This is an optimization exercise on Yosys and OpenROAD, whose aim is small area, a short achievable clock period and few clock cycles, not a production implementation. RTL that was checked went through simulation tests only; none was proved equivalent to the original. Power figures rest on the tool's default switching activity, not on a simulated workload.

Setup of garnet:
==> flow/design.v <==
module SME(clk,reset,chardata,isstring,ispattern,valid,match,match_index);
  input clk;
  input reset;
  input [7:0] chardata;
  input isstring;
  input ispattern;
  output match;
  output [4:0] match_index;
  output valid;
  reg match;
  reg [4:0] match_index;
  reg valid;
  reg [7:0] s [0:31];        
  reg [5:0] len;             
  reg       prev_str;        
  reg [31:0] eq_r;
  reg        v_r;            
  reg        need_r, dol_r, star_r, shift_r, car_r;
  reg [32:0] D;              
  reg [4:0]  off;            
  reg        star_seen;
  reg [4:0]  start0;         
  integer k, j;
  wire newstr = isstring & ~prev_str;
  always @(posedge clk) begin
    if (isstring) begin
      for (k = 0; k < 31; k = k + 1) s[k] <= s[k+1];
      s[31] <= chardata;
      len <= newstr ? 6'd1 : len + 6'd1;
    end
  end
  reg [31:0] occ;
  always @(*)
    for (k = 0; k < 32; k = k + 1)
      occ[k] = ({1'b0, k[5:0]} + {1'b0, len}) >= 7'd32;
  wire is_dot  = (chardata == ".");
  wire is_dol  = (chardata == "$");
  wire is_star = (chardata == "*");
  wire is_car  = (chardata == "^");
  wire first = ispattern & ~v_r;    
  wire [7:0] cmp = {chardata[7], chardata[6] & ~is_car, chardata[5] | is_car,
                    chardata[4:3] & {2{~is_car}}, chardata[2] & ~(is_car | is_dol),
                    chardata[1] & ~is_car, chardata[0]};
  always @(posedge clk) begin
    for (k = 0; k < 32; k = k + 1) eq_r[k] <= (s[k] == cmp);
    dol_r   <= is_dol;
    star_r  <= is_star;
    need_r  <= ~(is_dot | is_star | is_car);
    car_r   <= is_car;
    shift_r <= ~(is_dol | is_star | is_car);
  end
  always @(posedge clk or posedge reset) begin
    if (reset) begin
      prev_str <= 1'b0;
      v_r <= 1'b0;
      valid <= 1'b0;
    end else begin
      prev_str <= isstring;
      v_r <= ispattern;
      valid <= v_r & ~ispattern;
    end
  end
  reg [32:0] X, Dn;
  reg [32:0] pre [0:6];
  always @(*) begin
    X[31:0] = D[31:0] & (eq_r | {32{~need_r}});
    X[32]   = D[32] & ~shift_r;
    pre[0] = X;
    for (j = 0; j < 6; j = j + 1)
      for (k = 0; k < 33; k = k + 1)
        pre[j+1][k] = ((k >> j) & 1) ? (pre[j][k] | pre[j][((k >> j) << j) - 1]) : pre[j][k];
    Dn = X;
    if (shift_r) Dn = {X[31:0], 1'b0};
    if (star_r)  Dn = pre[6];
    if (car_r)
      for (k = 1; k < 33; k = k + 1) Dn[k] = X[k] & (~X[k-1] | eq_r[k-1]);
  end
  reg [31:0] a1; reg [15:0] a2; reg [7:0] a4; reg [3:0] a8; reg [1:0] a16;
  reg [0:0] i1 [0:15]; reg [1:0] i2 [0:7]; reg [2:0] i3 [0:3]; reg [3:0] i4 [0:1];
  reg [4:0] lo;
  always @(*) begin
    for (k = 0; k < 16; k = k + 1) begin
      a2[k] = X[2*k] | X[2*k+1];
      i1[k] = ~X[2*k];
    end
    for (k = 0; k < 8; k = k + 1) begin
      a4[k] = a2[2*k] | a2[2*k+1];
      i2[k] = a2[2*k] ? {1'b0, i1[2*k]} : {1'b1, i1[2*k+1]};
    end
    for (k = 0; k < 4; k = k + 1) begin
      a8[k] = a4[2*k] | a4[2*k+1];
      i3[k] = a4[2*k] ? {1'b0, i2[2*k]} : {1'b1, i2[2*k+1]};
    end
    for (k = 0; k < 2; k = k + 1) begin
      a16[k] = a8[2*k] | a8[2*k+1];
      i4[k] = a8[2*k] ? {1'b0, i3[2*k]} : {1'b1, i3[2*k+1]};
    end
    lo = a16[0] ? {1'b0, i4[0]} : (a16[1] ? {1'b1, i4[1]} : 5'd0);
  end
  wire [4:0] g = lo & off, p = lo ^ off;
  wire c1 = g[0];
  wire c2 = g[1] | (p[1] & g[0]);
  wire c3 = g[2] | (p[2] & g[1]) | (p[2] & p[1] & g[0]);
  wire c4 = g[3] | (p[3] & g[2]) | (p[3] & p[2] & g[1]) | (p[3] & p[2] & p[1] & g[0]);
  wire [4:0] idx_now = p ^ {c4, c3, c2, c1, 1'b0};
  always @(posedge clk) begin
    D <= first ? {1'b0, occ} : Dn;
    off <= first ? len[4:0] : off - {4'd0, shift_r};
    star_seen <= ~first & (star_seen | star_r);
    if (star_r) start0 <= idx_now;
    match <= |X;
    match_index <= star_seen ? start0 : idx_now;
  end
endmodule
make LEC_CHECK=0 ABC_CLOCK_PERIOD_IN_PS=2800 CAP_MARGIN=20 CORE_MARGIN=2 CORE_UTILIZATION=40 SETUP_SLACK_MARGIN=3.4 SLEW_MARGIN=20 finish   # period 6.2 ns
run.sh (not shown) runs the stock make flow with config.mk's settings and CLKGATE_MAP_FILE= SYNTH_SCRIPT=/design/flow/synth_recipe.tcl, a recipe that flattens the netlist after the stock synthesis.
Here is what was changed in the inputs of sierra compared with garnet.
--- a/flow/design.v
+++ b/flow/design.v
@@ -10,15 +10,15 @@
   reg match;
   reg [4:0] match_index;
   reg valid;
   reg [7:0] s [0:31];        
   reg [5:0] len;             
   reg       prev_str;        
-  reg [31:0] eq_r;
+  reg [31:0] eq_r;           
   reg        v_r;            
-  reg        need_r, dol_r, star_r, shift_r, car_r;
+  reg        dol_r, star_r, shift_r, car_r;
   reg [32:0] D;              
   reg [4:0]  off;            
   reg        star_seen;
   reg [4:0]  start0;         
   integer k, j;
   wire newstr = isstring & ~prev_str;
@@ -35,20 +35,20 @@
       occ[k] = ({1'b0, k[5:0]} + {1'b0, len}) >= 7'd32;
   wire is_dot  = (chardata == ".");
   wire is_dol  = (chardata == "$");
   wire is_star = (chardata == "*");
   wire is_car  = (chardata == "^");
   wire first = ispattern & ~v_r;    
+  wire need = ~(is_dot | is_star);    
   wire [7:0] cmp = {chardata[7], chardata[6] & ~is_car, chardata[5] | is_car,
                     chardata[4:3] & {2{~is_car}}, chardata[2] & ~(is_car | is_dol),
                     chardata[1] & ~is_car, chardata[0]};
   always @(posedge clk) begin
-    for (k = 0; k < 32; k = k + 1) eq_r[k] <= (s[k] == cmp);
+    for (k = 0; k < 32; k = k + 1) eq_r[k] <= (s[k] == cmp) | ~need;
     dol_r   <= is_dol;
     star_r  <= is_star;
-    need_r  <= ~(is_dot | is_star | is_car);
     car_r   <= is_car;
     shift_r <= ~(is_dol | is_star | is_car);
   end
   always @(posedge clk or posedge reset) begin
     if (reset) begin
       prev_str <= 1'b0;
@@ -60,23 +60,23 @@
       valid <= v_r & ~ispattern;
     end
   end
   reg [32:0] X, Dn;
   reg [32:0] pre [0:6];
   always @(*) begin
-    X[31:0] = D[31:0] & (eq_r | {32{~need_r}});
+    X[31:0] = D[31:0] & eq_r;
     X[32]   = D[32] & ~shift_r;
     pre[0] = X;
     for (j = 0; j < 6; j = j + 1)
       for (k = 0; k < 33; k = k + 1)
         pre[j+1][k] = ((k >> j) & 1) ? (pre[j][k] | pre[j][((k >> j) << j) - 1]) : pre[j][k];
     Dn = X;
     if (shift_r) Dn = {X[31:0], 1'b0};
     if (star_r)  Dn = pre[6];
     if (car_r)
-      for (k = 1; k < 33; k = k + 1) Dn[k] = X[k] & (~X[k-1] | eq_r[k-1]);
+      begin Dn[0] = D[0]; for (k = 1; k < 33; k = k + 1) Dn[k] = D[k] & (~D[k-1] | eq_r[k-1]); end
   end
   reg [31:0] a1; reg [15:0] a2; reg [7:0] a4; reg [3:0] a8; reg [1:0] a16;
   reg [0:0] i1 [0:15]; reg [1:0] i2 [0:7]; reg [2:0] i3 [0:3]; reg [3:0] i4 [0:1];
   reg [4:0] lo;
   always @(*) begin
     for (k = 0; k < 16; k = k + 1) begin
==> run notes <==
sierra went all the way through synthesis, placement and routing and the layout is clean on timing, DRC and antenna. sierra vs. garnet: per-cell routed wire length went up by about 3.8%. Relative to garnet, post-route non-filler standard cell count has increased by 2.7% in sierra. Summary — routed wire length on met2, sierra relative to garnet: higher, by about 7%. sierra against garnet: sequential share of layout area decreased 0.96 points; overall power consumption decreased 47 uW; cell area increased 320 sq um. sierra vs. garnet: relative contribution of sequential cells to total power went up by 0.5 points. Comparing sierra and garnet, number of clock buffers inserted by TritonCTS is higher on sierra. The run with more setup slack is sierra; garnet has less. In sierra the met3 routed wirelength turned out about 3.7% higher than in garnet.
Testbench counts of sierra, summed over its fixed seeds: cycles 16,721.
The RTL of garnet was laid out without a check of its function.


== branch pepper ==
Another version of the RTL of SME (not shown whole).
For scale: about 1,400 cells after synthesis, ~350 flip-flops, about 19 I/O pins, roughly 17,000 um^2 of cells after synthesis.
==> module SME, before the edit <==
module SME(clk,reset,chardata,isstring,ispattern,valid,match,match_index);
  input clk;
  input reset;
  input [7:0] chardata;
  input isstring;
  input ispattern;
  output match;
  output [4:0] match_index;
  output valid;
  reg match;
  reg [4:0] match_index;
  reg valid;
  reg [7:0] s [0:31];        
  reg [5:0] len;             
  reg       prev_str;        
  reg [31:0] eq_r;           
  reg        v_r;            
  reg        dol_r, star_r, shift_r, car_r;
  reg [32:0] D;              
  reg [4:0]  off;            
  reg        star_seen;
  reg [4:0]  start0;         
  integer k, j;
  wire newstr = isstring & ~prev_str;
  always @(posedge clk) begin
    if (isstring) begin
      for (k = 0; k < 31; k = k + 1) s[k] <= s[k+1];
      s[31] <= chardata;
      len <= newstr ? 6'd1 : len + 6'd1;
    end
  end
  reg [31:0] occ;
  always @(*)
    for (k = 0; k < 32; k = k + 1)
      occ[k] = ({1'b0, k[5:0]} + {1'b0, len}) >= 7'd32;
  wire is_dot  = (chardata == ".");
  wire is_dol  = (chardata == "$");
  wire is_star = (chardata == "*");
  wire is_car  = (chardata == "^");
  wire first = ispattern & ~v_r;    
  wire need = ~(is_dot | is_star);    
  wire [7:0] cmp = {chardata[7], chardata[6] & ~is_car, chardata[5] | is_car,
                    chardata[4:3] & {2{~is_car}}, chardata[2] & ~(is_car | is_dol),
                    chardata[1] & ~is_car, chardata[0]};
  always @(posedge clk) begin
    for (k = 0; k < 32; k = k + 1) eq_r[k] <= (s[k] == cmp) | ~need;
    dol_r   <= is_dol;
    star_r  <= is_star;
    car_r   <= is_car;
    shift_r <= ~(is_dol | is_star | is_car);
  end
  always @(posedge clk or posedge reset) begin
    if (reset) begin
      prev_str <= 1'b0;
      v_r <= 1'b0;
      valid <= 1'b0;
    end else begin
      prev_str <= isstring;
      v_r <= ispattern;
      valid <= v_r & ~ispattern;
    end
  end
  reg [32:0] X, Dn;
  reg [32:0] pre [0:6];
  always @(*) begin
    X[31:0] = D[31:0] & eq_r;
    X[32]   = D[32] & ~shift_r;
    pre[0] = X;
    for (j = 0; j < 6; j = j + 1)
      for (k = 0; k < 33; k = k + 1)
        pre[j+1][k] = ((k >> j) & 1) ? (pre[j][k] | pre[j][((k >> j) << j) - 1]) : pre[j][k];
    Dn = X;
    if (shift_r) Dn = {X[31:0], 1'b0};
    if (star_r)  Dn = pre[6];
    if (car_r)
      begin Dn[0] = D[0]; for (k = 1; k < 33; k = k + 1) Dn[k] = D[k] & (~D[k-1] | eq_r[k-1]); end
  end
  reg [3:0] V [0:7];
  reg [1:0] h0 [0:3], h1 [0:3];
  reg [7:0] xb, H;
  reg [3:0] any;
  reg [3:0] sb;
  reg [4:0] idxb [0:3];
  always @(*) begin
    for (k = 0; k < 8; k = k + 1) V[k] = k[3:0] + {1'b0, off[2:0]};
    for (j = 0; j < 4; j = j + 1) begin
      h0[j] = off[4:3] + j[1:0];
      h1[j] = off[4:3] + j[1:0] + 2'd1;
    end
    for (j = 0; j < 4; j = j + 1) begin
      xb = X[8*j +: 8];
      any[j] = |xb;
      H = xb & ~{xb[6:0] | {xb[5:0], 1'b0} | {xb[4:0], 2'b0} | {xb[3:0], 3'b0} |
                 {xb[2:0], 4'b0} | {xb[1:0], 5'b0} | {xb[0], 6'b0}, 1'b0};
      sb = ({4{H[0]}} & V[0]) | ({4{H[1]}} & V[1]) | ({4{H[2]}} & V[2]) | ({4{H[3]}} & V[3]) |
           ({4{H[4]}} & V[4]) | ({4{H[5]}} & V[5]) | ({4{H[6]}} & V[6]) | ({4{H[7]}} & V[7]);
      idxb[j] = {sb[3] ? h1[j] : h0[j], sb[2:0]};
    end
  end
  wire [4:0] idx_now = any[0] ? idxb[0] : any[1] ? idxb[1] : any[2] ? idxb[2] :
                       any[3] ? idxb[3] : off;
  always @(posedge clk) begin
    D <= first ? {1'b0, occ} : Dn;
    off <= first ? len[4:0] : off - {4'd0, shift_r};
    star_seen <= ~first & (star_seen | star_r);
    if (star_r) start0 <= idx_now;
    match <= |X;
    match_index <= star_seen ? start0 : idx_now;
  end
endmodule
clock: 6.2 ns
lec_check: 0
abc_clock_period_in_ps: 2800
cap_margin: 20
core_margin: 2
core_utilization: 40
cts_buf_list: sky130_fd_sc_hd__clkbuf_16
cts_cluster_diameter: 80
cts_cluster_size: 25
setup_slack_margin: 3.6
slew_margin: 20
buffer_ports_args: -buffer_cell sky130_fd_sc_hd__buf_4
standard.sh (not shown) runs the stock make flow with config.mk's settings and CLKGATE_MAP_FILE= SYNTH_SCRIPT=/design/flow/synth_recipe.tcl, a recipe that flattens the netlist after the stock synthesis.
==> flow/flow/run.sh <==
#!/bin/bash
# The standard layout (standard.sh, unchanged synthesis and steps), with the
# port buffers made of buf_4 cells instead of the slow delay buffers that
# buffer_ports picks on its own.
set -euo pipefail
echo 'export BUFFER_PORTS_ARGS = -buffer_cell sky130_fd_sc_hd__buf_4' >> config.mk
bash standard.sh > standard.log 2>&1
Testbench counts of branch pepper, summed over its fixed seeds: cycles 16,721.
#### Input delta (branch quartz over branch pepper)
diff --git a/flow/design.v b/flow/design.v
--- a/flow/design.v
+++ b/flow/design.v
@@ -14,16 +14,17 @@
   reg [5:0] len;             
   reg       prev_str;        
   reg [31:0] eq_r;           
   reg        v_r;            
   reg        dol_r, star_r, shift_r, car_r;
   reg [32:0] D;              
-  reg [4:0]  off;            
+  reg [7:0]  ol;             
+  reg [3:0]  oh;             
   reg        star_seen;
   reg [4:0]  start0;         
-  integer k, j;
+  integer k, j, b;
   wire newstr = isstring & ~prev_str;
   always @(posedge clk) begin
     if (isstring) begin
       for (k = 0; k < 31; k = k + 1) s[k] <= s[k+1];
       s[31] <= chardata;
       len <= newstr ? 6'd1 : len + 6'd1;
@@ -72,23 +73,33 @@
     Dn = X;
     if (shift_r) Dn = {X[31:0], 1'b0};
     if (star_r)  Dn = pre[6];
     if (car_r)
       begin Dn[0] = D[0]; for (k = 1; k < 33; k = k + 1) Dn[k] = D[k] & (~D[k-1] | eq_r[k-1]); end
   end
+  wire [4:0] off = {oh[3] | oh[2], oh[3] | oh[1],
+                    ol[7] | ol[6] | ol[5] | ol[4], ol[7] | ol[6] | ol[3] | ol[2],
+                    ol[7] | ol[5] | ol[3] | ol[1]};
   reg [3:0] V [0:7];
   reg [1:0] h0 [0:3], h1 [0:3];
   reg [7:0] xb, H;
   reg [3:0] any;
   reg [3:0] sb;
   reg [4:0] idxb [0:3];
   always @(*) begin
-    for (k = 0; k < 8; k = k + 1) V[k] = k[3:0] + {1'b0, off[2:0]};
+    for (k = 0; k < 8; k = k + 1) begin
+      V[k] = 4'd0;
+      for (b = 0; b < 8; b = b + 1) V[k] = V[k] | ({4{ol[b]}} & (k[3:0] + b[3:0]));
+    end
     for (j = 0; j < 4; j = j + 1) begin
-      h0[j] = off[4:3] + j[1:0];
-      h1[j] = off[4:3] + j[1:0] + 2'd1;
+      h0[j] = 2'd0;
+      h1[j] = 2'd0;
+      for (b = 0; b < 4; b = b + 1) begin
+        h0[j] = h0[j] | ({2{oh[b]}} & (j[1:0] + b[1:0]));
+        h1[j] = h1[j] | ({2{oh[b]}} & (j[1:0] + b[1:0] + 2'd1));
+      end
     end
     for (j = 0; j < 4; j = j + 1) begin
       xb = X[8*j +: 8];
       any[j] = |xb;
       H = xb & ~{xb[6:0] | {xb[5:0], 1'b0} | {xb[4:0], 2'b0} | {xb[3:0], 3'b0} |
                  {xb[2:0], 4'b0} | {xb[1:0], 5'b0} | {xb[0], 6'b0}, 1'b0};
@@ -98,13 +109,19 @@
     end
   end
   wire [4:0] idx_now = any[0] ? idxb[0] : any[1] ? idxb[1] : any[2] ? idxb[2] :
                        any[3] ? idxb[3] : off;
   always @(posedge clk) begin
     D <= first ? {1'b0, occ} : Dn;
-    off <= first ? len[4:0] : off - {4'd0, shift_r};
+    if (first) begin
+      ol <= 8'd1 << len[2:0];
+      oh <= 4'd1 << len[4:3];
+    end else if (shift_r) begin
+      ol <= {ol[0], ol[7:1]};
+      if (ol[0]) oh <= {oh[0], oh[3:1]};
+    end
     star_seen <= ~first & (star_seen | star_r);
     if (star_r) start0 <= idx_now;
     match <= |X;
     match_index <= star_seen ? start0 : idx_now;
   end
 endmodule
Notes after the runs:
The final layout from branch quartz, which completed every stage, passed the timing, DRC and antenna checks at the end of the flow.
A startpoint of the most critical setup path of ol[7]$_DFFE_PP_ is what branch quartz shows, while chardata[2] belongs to branch pepper.
Per the comparison of branch quartz with branch pepper, placed wire-length estimate after detailed placement fell about 2.2%, sequential portion of the cell area fell 0.47 points, shortest clock period the worst path allows after layout rose 45 ps, setup slack fell 45 ps, cell area rose 3.5%.
| growth of design area from synthesis to finish | higher: branch quartz |
For branch quartz, only the layout was checked, not whether the RTL still works.

afterwards: timing with drivers on the ports:
The results above use ideal ports. As a check the final layouts listed here were re-extracted and re-timed, cells and wires unchanged. Step 1 (the two cells are an assumption about what drives the block):
set clk [get_ports {clk}]
set_driving_cell -lib_cell sky130_fd_sc_hd__clkbuf_16 $clk
set_driving_cell -lib_cell sky130_fd_sc_hd__buf_2 [delete_from_list [all_inputs] $clk]
Step 2, shift: input delay + t, output delay - t, t = (earliest + latest rising clock arrival at the registers) / 2. This alone moves slack from input paths to output paths. a / b / c = ideal ports / drivers / drivers and shift; a / b = the first two.
| run | shift t [ns] | setup slack, ns | clock arrival spread, ns |
|---|---|---|---|
| garnet | 0.603 | 3.007 / 3.007 / 2.909 | 0.020 / 0.020 |
| sierra | 0.601 | 3.299 / 3.299 / 2.865 | 0.019 / 0.019 |
| branch pepper | 0.606 | 3.670 / 3.688 / 3.095 | 0.023 / 0.024 |
| branch quartz | 0.617 | 3.625 / 3.625 / 3.092 | 0.047 / 0.047 |
After both steps setup and hold are still met in every run listed. The setup slack of branch pepper, which loses most, moves by +0.018 ns with the drivers and by -0.575 ns with both steps.
